This is an optimization exercise on Yosys and OpenROAD, whose aim is small area, not a production implementation.
In this exercise RTL edits were held to simulation tests only and were not proved equivalent to the original.
Power is estimated from default activity; no workload was simulated.

==> v20 <==
Design pcie_us_axi_dma_x64, start of the top module:
module pcie_us_axi_dma_x64 (
    input  wire          clk,
    input  wire          rst,
    input  wire [63:0]   s_axis_rc_tdata,
    input  wire [1:0]    s_axis_rc_tkeep,
    input  wire          s_axis_rc_tvalid,
    output wire          s_axis_rc_tready,
    input  wire          s_axis_rc_tlast,
    input  wire [74:0]   s_axis_rc_tuser,
    output wire [63:0]   m_axis_rq_tdata,
    output wire [1:0]    m_axis_rq_tkeep,
    output wire          m_axis_rq_tvalid,
    input  wire          m_axis_rq_tready,
    output wire          m_axis_rq_tlast,
    output wire [59:0]   m_axis_rq_tuser,
    input  wire [63:0]   s_axis_read_desc_pcie_addr,
    input  wire [31:0]   s_axis_read_desc_axi_addr,
    input  wire [15:0]   s_axis_read_desc_len,
    input  wire [7:0]    s_axis_read_desc_tag,
    input  wire          s_axis_read_desc_valid,
    output wire          s_axis_read_desc_ready,
    output wire [7:0]    m_axis_read_desc_status_tag,
    output wire          m_axis_read_desc_status_valid,
    input  wire [63:0]   s_axis_write_desc_pcie_addr,
    input  wire [31:0]   s_axis_write_desc_axi_addr,
    input  wire [15:0]   s_axis_write_desc_len,
    input  wire [7:0]    s_axis_write_desc_tag,
    input  wire          s_axis_write_desc_valid,
    output wire          s_axis_write_desc_ready,
    output wire [7:0]    m_axis_write_desc_status_tag,
    output wire          m_axis_write_desc_status_valid,
    output wire [7:0]    m_axi_awid,
    output wire [31:0]   m_axi_awaddr,
    output wire [7:0]    m_axi_awlen,
    output wire [2:0]    m_axi_awsize,
    output wire [1:0]    m_axi_awburst,
    output wire          m_axi_awlock,
    output wire [3:0]    m_axi_awcache,
    output wire [2:0]    m_axi_awprot,
    output wire          m_axi_awvalid,
    input  wire          m_axi_awready,
    output wire [63:0]   m_axi_wdata,
    output wire [7:0]    m_axi_wstrb,
    output wire          m_axi_wlast,
    output wire          m_axi_wvalid,
    input  wire          m_axi_wready,
    input  wire [7:0]    m_axi_bid,
    input  wire [1:0]    m_axi_bresp,
    input  wire          m_axi_bvalid,
    output wire          m_axi_bready,
    output wire [7:0]    m_axi_arid,
    output wire [31:0]   m_axi_araddr,
    output wire [7:0]    m_axi_arlen,
    output wire [2:0]    m_axi_arsize,
    output wire [1:0]    m_axi_arburst,
    output wire          m_axi_arlock,
    output wire [3:0]    m_axi_arcache,
    output wire [2:0]    m_axi_arprot,
    output wire          m_axi_arvalid,
    input  wire          m_axi_arready,
    input  wire [7:0]    m_axi_rid,
    input  wire [63:0]   m_axi_rdata,
    input  wire [1:0]    m_axi_rresp,
    input  wire          m_axi_rlast,
    input  wire          m_axi_rvalid,
    output wire          m_axi_rready,
    input  wire          read_enable,
    input  wire          write_enable,
    input  wire          ext_tag_enable,
    input  wire [15:0]   requester_id,
    input  wire          requester_id_enable,
    input  wire [2:0]    max_read_request_size,
    input  wire [2:0]    max_payload_size,
    output wire          status_error_cor,
    output wire          status_error_uncor
);
clock: 10.0 ns
lec_check: 0
cap_margin: 20
core_margin: 2
core_utilization: 50
cts_buf_list: sky130_fd_sc_hd__clkbuf_16
cts_cluster_diameter: 100
cts_cluster_size: 24
place_density: 0.6
slew_margin: 20
standard.sh (not shown) runs the stock make flow with config.mk's settings and CLKGATE_MAP_FILE= SYNTH_SCRIPT=/design/flow/synth_recipe.tcl, a recipe that flattens the netlist after the stock synthesis.
==> flow/flow/run.sh <==
#!/bin/bash
# Layout: the standard flow (standard.sh: unchanged synthesis, floorplan, power
# grid, placement, clock tree, routing), with two ORFS settings passed through the
# environment:
#  - BUFFER_PORTS_ARGS: every input and output port still gets its own buffer, but a
#    buf_1 instead of the default cell;
#  - MAX_REPAIR_ANTENNAS_ITER_DRT: more rounds of antenna repair after detailed
#    routing (10 instead of 5) before giving up.
# make's output goes to standard.log in this folder; each tool's full log is under
# orfs/logs/.
set -euo pipefail
export BUFFER_PORTS_ARGS="-buffer_cell sky130_fd_sc_hd__buf_1"
export MAX_REPAIR_ANTENNAS_ITER_DRT=10
bash standard.sh > standard.log 2>&1
==> v36: changes against v20 <==
--- a/flow/design.v
+++ b/flow/design.v
@@ -281,17 +281,16 @@
 reg bid_rd_count_one;
 reg [2**OP_TAG_WIDTH-1:0] op_rd_sel;
 reg [2**OP_TAG_WIDTH-1:0] op_tag_fifo_rd_sel;
 reg [OP_TAG_WIDTH-1:0] op_tag_fifo_rd_link;
 reg [2**PCIE_TAG_WIDTH-1:0] pcie_tag_fifo_rd_sel;
 reg [PCIE_TAG_WIDTH_1-1:0] pcie_tag_fifo_rd_link;
 integer k;
 integer m;
-reg wr_count_fwd, wr_count_back, wr_count_alloc, wr_count_link;
 always @* begin
     tag_rd_sel = {{2**PCIE_TAG_WIDTH-1{1'b0}}, 1'b1} << s_axis_rc_tdata[PCIE_TAG_WIDTH-1:0];
     tag_rd_axi_addr = 0;
     tag_rd_op_tag = 0;
     tag_rd_active = 1'b0;
     for (k = 0; k < 2**PCIE_TAG_WIDTH; k = k + 1) begin
         tag_rd_axi_addr = tag_rd_axi_addr | (pcie_tag_table_axi_addr[k] & {AXI_ADDR_WIDTH{tag_rd_sel[k]}});
         tag_rd_op_tag = tag_rd_op_tag | (pcie_tag_table_op_tag[k] & {OP_TAG_WIDTH{tag_rd_sel[k]}});
@@ -303,17 +302,17 @@
     bid_rd_tag = 0;
     bid_rd_commit = 1'b0;
     bid_rd_count_one = 1'b0;
     op_tag_fifo_rd_link = 0;
     for (k = 0; k < 2**OP_TAG_WIDTH; k = k + 1) begin
         bid_rd_tag = bid_rd_tag | (op_table_tag[k] & {TAG_WIDTH{bid_rd_sel[k]}});
         bid_rd_commit = bid_rd_commit | (op_table_write_commit[k] & bid_rd_sel[k]);
         bid_rd_count_one = bid_rd_count_one | (op_table_write_count[k] == WR_COUNT_ONE && bid_rd_sel[k]);
-        op_tag_fifo_rd_link = op_tag_fifo_rd_link | (op_table_write_count[k][OP_TAG_WIDTH-1:0] & {OP_TAG_WIDTH{op_tag_fifo_rd_sel[k]}});
+        op_tag_fifo_rd_link = op_tag_fifo_rd_link | (op_table_tag[k][OP_TAG_WIDTH-1:0] & {OP_TAG_WIDTH{op_tag_fifo_rd_sel[k]}});
     end
     pcie_tag_fifo_rd_sel = {{2**PCIE_TAG_WIDTH-1{1'b0}}, 1'b1} << (pcie_tag_fifo_1_valid_reg ? {1'b0, pcie_tag_fifo_1_head_reg} : {1'b1, pcie_tag_fifo_2_head_reg});
     pcie_tag_fifo_rd_link = 0;
     for (k = 0; k < 2**PCIE_TAG_WIDTH; k = k + 1) begin
         pcie_tag_fifo_rd_link = pcie_tag_fifo_rd_link | (pcie_tag_table_op_tag[k][PCIE_TAG_WIDTH_1-1:0] & {PCIE_TAG_WIDTH_1{pcie_tag_fifo_rd_sel[k]}});
     end
     if (pcie_tag_link_pend_valid_reg && pcie_tag_link_pend_ptr_reg == (pcie_tag_fifo_1_valid_reg ? {1'b0, pcie_tag_fifo_1_head_reg} : {1'b1, pcie_tag_fifo_2_head_reg})) begin
         pcie_tag_fifo_rd_link = pcie_tag_link_pend_data_reg;
@@ -722,17 +721,29 @@
                 last_cycle_next = output_cycle_count_next == 0;
                 input_active_next = 1'b1;
                 m_axi_awid_next = op_tag_reg;
                 m_axi_awaddr_next = axi_addr_reg;
                 m_axi_awlen_next = output_cycle_count_next;
                 m_axi_awvalid_next = 1'b1;
                 axi_addr_next = axi_addr_reg + tr_count_next;
                 op_count_next = op_count_reg - tr_count_next;
-                tr_count_next = op_count_next;
+                if (1'b1) begin  
+                    if (((axi_addr_next & 12'hfff) + (op_count_next & 12'hfff)) >> 12 != 0) begin
+                        tr_count_next = 13'h1000 - axi_addr_next[11:0];
+                    end else begin
+                        tr_count_next = op_count_next;
+                    end
+                end else begin
+                    if (((axi_addr_next & 12'hfff) + AXI_MAX_BURST_SIZE) >> 12 != 0) begin
+                        tr_count_next = 13'h1000 - axi_addr_next[11:0];
+                    end else begin
+                        tr_count_next = AXI_MAX_BURST_SIZE - axi_addr_next[OFFSET_WIDTH-1:0];
+                    end
+                end
                 op_table_write_start_ptr = op_tag_reg;
                 op_table_write_start_commit = op_count_next == 0 && final_cpl_reg && op_read_done;
                 op_table_write_start_en = 1'b1;
                 input_active_next = input_cycle_count_next != 0;
                 input_cycle_count_next = input_cycle_count_next - 1;
                 s_axis_rc_tready_next = m_axi_wready_int_early && input_active_next && bubble_cycle_reg && (!last_cycle_next || op_count_next == 0);
                 tlp_state_next = TLP_STATE_TRANSFER;
             end else begin
@@ -778,17 +789,29 @@
                     last_cycle_offset_next = axi_addr_reg[OFFSET_WIDTH-1:0] + tr_count_next;
                     last_cycle_next = output_cycle_count_next == 0;
                     input_active_next = tr_count_next > offset_reg;
                     m_axi_awaddr_next = axi_addr_reg;
                     m_axi_awlen_next = output_cycle_count_next;
                     m_axi_awvalid_next = 1'b1;
                     axi_addr_next = axi_addr_reg + tr_count_next;
                     op_count_next = op_count_reg - tr_count_next;
-                    tr_count_next = op_count_next;
+                    if (1'b1) begin  
+                        if (((axi_addr_next & 12'hfff) + (op_count_next & 12'hfff)) >> 12 != 0) begin
+                            tr_count_next = 13'h1000 - axi_addr_next[11:0];
+                        end else begin
+                            tr_count_next = op_count_next;
+                        end
+                    end else begin
+                        if (((axi_addr_next & 12'hfff) + AXI_MAX_BURST_SIZE) >> 12 != 0) begin
+                            tr_count_next = 13'h1000 - axi_addr_next[11:0];
+                        end else begin
+                            tr_count_next = AXI_MAX_BURST_SIZE - axi_addr_next[OFFSET_WIDTH-1:0];
+                        end
+                    end
                     op_table_write_start_ptr = op_tag_reg;
                     op_table_write_start_commit = op_count_next == 0 && final_cpl_reg && op_read_done;
                     op_table_write_start_en = 1'b1;
                     s_axis_rc_tready_next = m_axi_wready_int_early && input_active_next && (!last_cycle_next || op_count_next == 0);
                     tlp_state_next = TLP_STATE_TRANSFER;
                 end else begin
                     if (final_cpl_reg) begin
                         finish_tag_next = 1'b1;  
@@ -1019,16 +1042,25 @@
     if (op_table_start_en) begin
         op_table_tag[op_table_start_ptr] <= op_table_start_tag;
     end
     if (op_table_write_start_en) begin
         op_table_write_commit[op_table_write_start_ptr] <= op_table_write_start_commit;
     end else if (op_table_write_start_commit) begin
         op_table_write_commit[op_table_write_start_ptr] <= op_table_write_start_commit;
     end
+    for (m = 0; m < 2**OP_TAG_WIDTH; m = m + 1) begin
+        if (init_op_tag_reg) begin
+            op_table_write_count[m] <= {1'b1, op_table_write_count[m][WR_COUNT_WIDTH-1:1]};
+        end else if (op_table_write_start_en && op_rd_sel[m] && !(op_table_write_finish_en && bid_rd_sel[m])) begin
+            op_table_write_count[m] <= {op_table_write_count[m][WR_COUNT_WIDTH-2:0], op_table_write_count[m][10] ^ op_table_write_count[m][8]};
+        end else if (op_table_write_finish_en && bid_rd_sel[m] && !(op_table_write_start_en && op_rd_sel[m])) begin
+            op_table_write_count[m] <= {op_table_write_count[m][0] ^ op_table_write_count[m][9], op_table_write_count[m][WR_COUNT_WIDTH-1:1]};
+        end
+    end
     op_tag_link_we = 1'b0;
     if (op_tag_fifo_pop) begin
         if (op_tag_fifo_head_reg == op_tag_fifo_tail_reg) begin
             op_tag_fifo_valid_reg <= 1'b0;
         end else begin
             op_tag_fifo_head_reg <= op_tag_fifo_rd_link;
         end
     end
@@ -1036,27 +1068,18 @@
         if (!op_tag_fifo_valid_reg || (op_tag_fifo_pop && op_tag_fifo_head_reg == op_tag_fifo_tail_reg)) begin
             op_tag_fifo_head_reg <= op_tag_fifo_wr_tag;
         end else begin
             op_tag_link_we = 1'b1;
         end
         op_tag_fifo_tail_reg <= op_tag_fifo_wr_tag;
         op_tag_fifo_valid_reg <= 1'b1;
     end
-    for (m = 0; m < 2**OP_TAG_WIDTH; m = m + 1) begin
-        wr_count_fwd = op_table_write_start_en && op_rd_sel[m] && !(op_table_write_finish_en && bid_rd_sel[m]);
-        wr_count_back = op_table_write_finish_en && bid_rd_sel[m] && !(op_table_write_start_en && op_rd_sel[m]);
-        wr_count_alloc = op_table_start_en && op_tag_fifo_rd_sel[m];
-        wr_count_link = op_tag_link_we && op_tag_fifo_tail_reg == m;
-        if (wr_count_fwd || wr_count_back || wr_count_alloc || wr_count_link) begin
-            op_table_write_count[m] <= ({WR_COUNT_WIDTH{wr_count_fwd}} & {op_table_write_count[m][WR_COUNT_WIDTH-2:0], op_table_write_count[m][10] ^ op_table_write_count[m][8]})
-                | ({WR_COUNT_WIDTH{wr_count_back}} & {op_table_write_count[m][0] ^ op_table_write_count[m][9], op_table_write_count[m][WR_COUNT_WIDTH-1:1]})
-                | {WR_COUNT_WIDTH{wr_count_alloc}}
-                | ({WR_COUNT_WIDTH{wr_count_link}} & op_tag_fifo_wr_tag);
-        end
+    if (op_tag_link_we) begin
+        op_table_tag[op_tag_fifo_tail_reg] <= op_tag_fifo_wr_tag;
     end
     if (rst) begin
         req_state_reg <= REQ_STATE_IDLE;
         tlp_state_reg <= TLP_STATE_IDLE;
         init_count_reg <= 0;
         init_done_reg <= 1'b0;
         init_pcie_tag_reg <= 1'b1;
         init_op_tag_reg <= 1'b1;
==> flow/config.mk (replaced) <==
export PLATFORM = sky130hd
export DESIGN_NAME = pcie_us_axi_dma_x64
export DESIGN_NICKNAME = pcie_us_axi_dma_x64
export VERILOG_FILES = /design/flow/design.v
export SDC_FILE = /design/flow/constraint.sdc
export NUM_CORES = 8
export LEC_CHECK = 0
export CAP_MARGIN = 20
export CORE_MARGIN = 2
export CORE_UTILIZATION = 60
export CTS_BUF_LIST = sky130_fd_sc_hd__clkbuf_16
export CTS_CLUSTER_DIAMETER = 90
export CTS_CLUSTER_SIZE = 20
export PLACE_DENSITY = 0.7
export SLEW_MARGIN = 20
==> v4: changes against v20 <==
--- a/flow/design.v
+++ b/flow/design.v
@@ -281,17 +281,17 @@
 reg bid_rd_count_one;
 reg [2**OP_TAG_WIDTH-1:0] op_rd_sel;
 reg [2**OP_TAG_WIDTH-1:0] op_tag_fifo_rd_sel;
 reg [OP_TAG_WIDTH-1:0] op_tag_fifo_rd_link;
 reg [2**PCIE_TAG_WIDTH-1:0] pcie_tag_fifo_rd_sel;
 reg [PCIE_TAG_WIDTH_1-1:0] pcie_tag_fifo_rd_link;
 integer k;
 integer m;
-reg wr_count_fwd, wr_count_back, wr_count_alloc, wr_count_link;
+reg wr_count_fwd, wr_count_back;
 always @* begin
     tag_rd_sel = {{2**PCIE_TAG_WIDTH-1{1'b0}}, 1'b1} << s_axis_rc_tdata[PCIE_TAG_WIDTH-1:0];
     tag_rd_axi_addr = 0;
     tag_rd_op_tag = 0;
     tag_rd_active = 1'b0;
     for (k = 0; k < 2**PCIE_TAG_WIDTH; k = k + 1) begin
         tag_rd_axi_addr = tag_rd_axi_addr | (pcie_tag_table_axi_addr[k] & {AXI_ADDR_WIDTH{tag_rd_sel[k]}});
         tag_rd_op_tag = tag_rd_op_tag | (pcie_tag_table_op_tag[k] & {OP_TAG_WIDTH{tag_rd_sel[k]}});
@@ -303,17 +303,17 @@
     bid_rd_tag = 0;
     bid_rd_commit = 1'b0;
     bid_rd_count_one = 1'b0;
     op_tag_fifo_rd_link = 0;
     for (k = 0; k < 2**OP_TAG_WIDTH; k = k + 1) begin
         bid_rd_tag = bid_rd_tag | (op_table_tag[k] & {TAG_WIDTH{bid_rd_sel[k]}});
         bid_rd_commit = bid_rd_commit | (op_table_write_commit[k] & bid_rd_sel[k]);
         bid_rd_count_one = bid_rd_count_one | (op_table_write_count[k] == WR_COUNT_ONE && bid_rd_sel[k]);
-        op_tag_fifo_rd_link = op_tag_fifo_rd_link | (op_table_write_count[k][OP_TAG_WIDTH-1:0] & {OP_TAG_WIDTH{op_tag_fifo_rd_sel[k]}});
+        op_tag_fifo_rd_link = op_tag_fifo_rd_link | (op_table_tag[k][OP_TAG_WIDTH-1:0] & {OP_TAG_WIDTH{op_tag_fifo_rd_sel[k]}});
     end
     pcie_tag_fifo_rd_sel = {{2**PCIE_TAG_WIDTH-1{1'b0}}, 1'b1} << (pcie_tag_fifo_1_valid_reg ? {1'b0, pcie_tag_fifo_1_head_reg} : {1'b1, pcie_tag_fifo_2_head_reg});
     pcie_tag_fifo_rd_link = 0;
     for (k = 0; k < 2**PCIE_TAG_WIDTH; k = k + 1) begin
         pcie_tag_fifo_rd_link = pcie_tag_fifo_rd_link | (pcie_tag_table_op_tag[k][PCIE_TAG_WIDTH_1-1:0] & {PCIE_TAG_WIDTH_1{pcie_tag_fifo_rd_sel[k]}});
     end
     if (pcie_tag_link_pend_valid_reg && pcie_tag_link_pend_ptr_reg == (pcie_tag_fifo_1_valid_reg ? {1'b0, pcie_tag_fifo_1_head_reg} : {1'b1, pcie_tag_fifo_2_head_reg})) begin
         pcie_tag_fifo_rd_link = pcie_tag_link_pend_data_reg;
@@ -722,17 +722,29 @@
                 last_cycle_next = output_cycle_count_next == 0;
                 input_active_next = 1'b1;
                 m_axi_awid_next = op_tag_reg;
                 m_axi_awaddr_next = axi_addr_reg;
                 m_axi_awlen_next = output_cycle_count_next;
                 m_axi_awvalid_next = 1'b1;
                 axi_addr_next = axi_addr_reg + tr_count_next;
                 op_count_next = op_count_reg - tr_count_next;
-                tr_count_next = op_count_next;
+                if (1'b1) begin  
+                    if (((axi_addr_next & 12'hfff) + (op_count_next & 12'hfff)) >> 12 != 0) begin
+                        tr_count_next = 13'h1000 - axi_addr_next[11:0];
+                    end else begin
+                        tr_count_next = op_count_next;
+                    end
+                end else begin
+                    if (((axi_addr_next & 12'hfff) + AXI_MAX_BURST_SIZE) >> 12 != 0) begin
+                        tr_count_next = 13'h1000 - axi_addr_next[11:0];
+                    end else begin
+                        tr_count_next = AXI_MAX_BURST_SIZE - axi_addr_next[OFFSET_WIDTH-1:0];
+                    end
+                end
                 op_table_write_start_ptr = op_tag_reg;
                 op_table_write_start_commit = op_count_next == 0 && final_cpl_reg && op_read_done;
                 op_table_write_start_en = 1'b1;
                 input_active_next = input_cycle_count_next != 0;
                 input_cycle_count_next = input_cycle_count_next - 1;
                 s_axis_rc_tready_next = m_axi_wready_int_early && input_active_next && bubble_cycle_reg && (!last_cycle_next || op_count_next == 0);
                 tlp_state_next = TLP_STATE_TRANSFER;
             end else begin
@@ -778,17 +790,29 @@
                     last_cycle_offset_next = axi_addr_reg[OFFSET_WIDTH-1:0] + tr_count_next;
                     last_cycle_next = output_cycle_count_next == 0;
                     input_active_next = tr_count_next > offset_reg;
                     m_axi_awaddr_next = axi_addr_reg;
                     m_axi_awlen_next = output_cycle_count_next;
                     m_axi_awvalid_next = 1'b1;
                     axi_addr_next = axi_addr_reg + tr_count_next;
                     op_count_next = op_count_reg - tr_count_next;
-                    tr_count_next = op_count_next;
+                    if (1'b1) begin  
+                        if (((axi_addr_next & 12'hfff) + (op_count_next & 12'hfff)) >> 12 != 0) begin
+                            tr_count_next = 13'h1000 - axi_addr_next[11:0];
+                        end else begin
+                            tr_count_next = op_count_next;
+                        end
+                    end else begin
+                        if (((axi_addr_next & 12'hfff) + AXI_MAX_BURST_SIZE) >> 12 != 0) begin
+                            tr_count_next = 13'h1000 - axi_addr_next[11:0];
+                        end else begin
+                            tr_count_next = AXI_MAX_BURST_SIZE - axi_addr_next[OFFSET_WIDTH-1:0];
+                        end
+                    end
                     op_table_write_start_ptr = op_tag_reg;
                     op_table_write_start_commit = op_count_next == 0 && final_cpl_reg && op_read_done;
                     op_table_write_start_en = 1'b1;
                     s_axis_rc_tready_next = m_axi_wready_int_early && input_active_next && (!last_cycle_next || op_count_next == 0);
                     tlp_state_next = TLP_STATE_TRANSFER;
                 end else begin
                     if (final_cpl_reg) begin
                         finish_tag_next = 1'b1;  
@@ -1019,16 +1043,24 @@
     if (op_table_start_en) begin
         op_table_tag[op_table_start_ptr] <= op_table_start_tag;
     end
     if (op_table_write_start_en) begin
         op_table_write_commit[op_table_write_start_ptr] <= op_table_write_start_commit;
     end else if (op_table_write_start_commit) begin
         op_table_write_commit[op_table_write_start_ptr] <= op_table_write_start_commit;
     end
+    for (m = 0; m < 2**OP_TAG_WIDTH; m = m + 1) begin
+        wr_count_fwd = !init_op_tag_reg && op_table_write_start_en && op_rd_sel[m] && !(op_table_write_finish_en && bid_rd_sel[m]);
+        wr_count_back = init_op_tag_reg || (op_table_write_finish_en && bid_rd_sel[m] && !(op_table_write_start_en && op_rd_sel[m]));
+        if (wr_count_fwd || wr_count_back) begin
+            op_table_write_count[m] <= ({WR_COUNT_WIDTH{wr_count_fwd}} & {op_table_write_count[m][WR_COUNT_WIDTH-2:0], op_table_write_count[m][10] ^ op_table_write_count[m][8]})
+                | ({WR_COUNT_WIDTH{wr_count_back}} & {init_op_tag_reg || (op_table_write_count[m][0] ^ op_table_write_count[m][9]), op_table_write_count[m][WR_COUNT_WIDTH-1:1]});
+        end
+    end
     op_tag_link_we = 1'b0;
     if (op_tag_fifo_pop) begin
         if (op_tag_fifo_head_reg == op_tag_fifo_tail_reg) begin
             op_tag_fifo_valid_reg <= 1'b0;
         end else begin
             op_tag_fifo_head_reg <= op_tag_fifo_rd_link;
         end
     end
@@ -1036,27 +1068,18 @@
         if (!op_tag_fifo_valid_reg || (op_tag_fifo_pop && op_tag_fifo_head_reg == op_tag_fifo_tail_reg)) begin
             op_tag_fifo_head_reg <= op_tag_fifo_wr_tag;
         end else begin
             op_tag_link_we = 1'b1;
         end
         op_tag_fifo_tail_reg <= op_tag_fifo_wr_tag;
         op_tag_fifo_valid_reg <= 1'b1;
     end
-    for (m = 0; m < 2**OP_TAG_WIDTH; m = m + 1) begin
-        wr_count_fwd = op_table_write_start_en && op_rd_sel[m] && !(op_table_write_finish_en && bid_rd_sel[m]);
-        wr_count_back = op_table_write_finish_en && bid_rd_sel[m] && !(op_table_write_start_en && op_rd_sel[m]);
-        wr_count_alloc = op_table_start_en && op_tag_fifo_rd_sel[m];
-        wr_count_link = op_tag_link_we && op_tag_fifo_tail_reg == m;
-        if (wr_count_fwd || wr_count_back || wr_count_alloc || wr_count_link) begin
-            op_table_write_count[m] <= ({WR_COUNT_WIDTH{wr_count_fwd}} & {op_table_write_count[m][WR_COUNT_WIDTH-2:0], op_table_write_count[m][10] ^ op_table_write_count[m][8]})
-                | ({WR_COUNT_WIDTH{wr_count_back}} & {op_table_write_count[m][0] ^ op_table_write_count[m][9], op_table_write_count[m][WR_COUNT_WIDTH-1:1]})
-                | {WR_COUNT_WIDTH{wr_count_alloc}}
-                | ({WR_COUNT_WIDTH{wr_count_link}} & op_tag_fifo_wr_tag);
-        end
+    if (op_tag_link_we) begin
+        op_table_tag[op_tag_fifo_tail_reg] <= op_tag_fifo_wr_tag;
     end
     if (rst) begin
         req_state_reg <= REQ_STATE_IDLE;
         tlp_state_reg <= TLP_STATE_IDLE;
         init_count_reg <= 0;
         init_done_reg <= 1'b0;
         init_pcie_tag_reg <= 1'b1;
         init_op_tag_reg <= 1'b1;
==> flow/flow/run.sh (replaced) <==
#!/bin/bash
# Layout: the standard flow (standard.sh: unchanged synthesis, floorplan, power
# grid, placement, clock tree, routing), with two ORFS settings passed through the
# environment:
#  - BUFFER_PORTS_ARGS: every input and output port still gets its own buffer, but a
#    buf_2 instead of the default cell;
#  - MAX_REPAIR_ANTENNAS_ITER_DRT: more rounds of antenna repair after detailed
#    routing (10 instead of 5) before giving up.
# make's output goes to standard.log in this folder; each tool's full log is under
# orfs/logs/.
set -euo pipefail
export BUFFER_PORTS_ARGS="-buffer_cell sky130_fd_sc_hd__buf_2"
export MAX_REPAIR_ANTENNAS_ITER_DRT=10
bash standard.sh > standard.log 2>&1
==> flow/config.mk (replaced) <==
export PLATFORM = sky130hd
export DESIGN_NAME = pcie_us_axi_dma_x64
export DESIGN_NICKNAME = pcie_us_axi_dma_x64
export VERILOG_FILES = /design/flow/design.v
export SDC_FILE = /design/flow/constraint.sdc
export NUM_CORES = 8
export LEC_CHECK = 0
export CAP_MARGIN = 20
export CORE_MARGIN = 2
export CORE_UTILIZATION = 50
export CTS_BUF_LIST = sky130_fd_sc_hd__clkbuf_16
export CTS_CLUSTER_DIAMETER = 90
export CTS_CLUSTER_SIZE = 20
export PLACE_DENSITY = 0.6
export SLEW_MARGIN = 20
==> comparison table <==
| quantity | v4 | v20 | v36 |
|---|---|---|---|
| Layout Skew | 135 ps | 84.5 ps | 174 ps |
| Flip-flop and latch share of the layout cell area | 57.9% | 58.9% | 57.7% |
| Final max-slew violation count | 0 | 0 | 11 |
| Power consumed by sequential cells | 26.7 mW | 26.7 mW | 26.5 mW |
| Fraction of synthesized cell area taken by the top area cell type | 61.0% | 63.2% | 60.1% |
| CP endpoint | - | dma_inst.pcie_us_axi_dma_rd_inst.axi_addr_reg[31] | dma_inst.pcie_us_axi_dma_rd_inst.tr_count_reg[5] |
| Post-Syn Area | 265000 µm² | 262000 µm² | 266000 µm² |
| Worst slack at placement | 456 ps | 146 ps | 674 ps |
| Post-synthesis adder-cell area fraction | 1.64% | 2.22% | 2.24% |
| Slew of the pin with the lowest slew margin | 1400 ps | 1400 ps | 1800 ps |
| Run status | complete, no violations | complete, no violations | failed layout checks |
| Reasons for failing layout checks | - | - | max-capacitance violations, max-slew violations |
| Register cell area after layout | 168000 µm² | 169000 µm² | 167000 µm² |
| Clk cell area share | 3.31% | 2.98% | 3.38% |
| Count of plain and timing-repair buffers | 1400 | 1535 | 1416 |
| Fraction of layout instances using a drive strength above 1 | 14.4% | 11.3% | 13.7% |
| Post-synthesis share of cell area spent on xor and xnor gates | 3.24% | 3.31% | 3.41% |

==> afterwards: timing with drivers on the ports <==
No port has a modelled driver above. Below, the same layouts with a new extraction and two added sets of constraints. Step 1 sets driving cells, clkbuf_16 on the clock port and buf_2 on the other inputs (assumed; they add their load-dependent delay and slew). Step 2 adds t to the input delays and takes it off the output delays; t is the mean of the earliest and latest rising clock arrival at the registers after step 1. Input paths then give back, and output paths get back, about the clock's delay inside the block. Slacks: no drivers / after step 1 / after step 2; pairs: no drivers / after step 1.
| run | t, ns | setup WS [ns] | worst register clock-pin slew, ns |
|---|---|---|---|
| v20 | 1.181 | 0.651 / 0.764 / -0.417 | 0.11 / 0.11 |
| v36 | 1.196 | 1.040 / 1.155 / -0.041 | 0.10 / 0.10 |
| v4 | 1.239 | 1.274 / 1.274 / 0.165 | 0.10 / 0.10 |
The setup slack of v4, which loses most, moves by 0.000 ns with the drivers and by -1.109 ns with both steps.
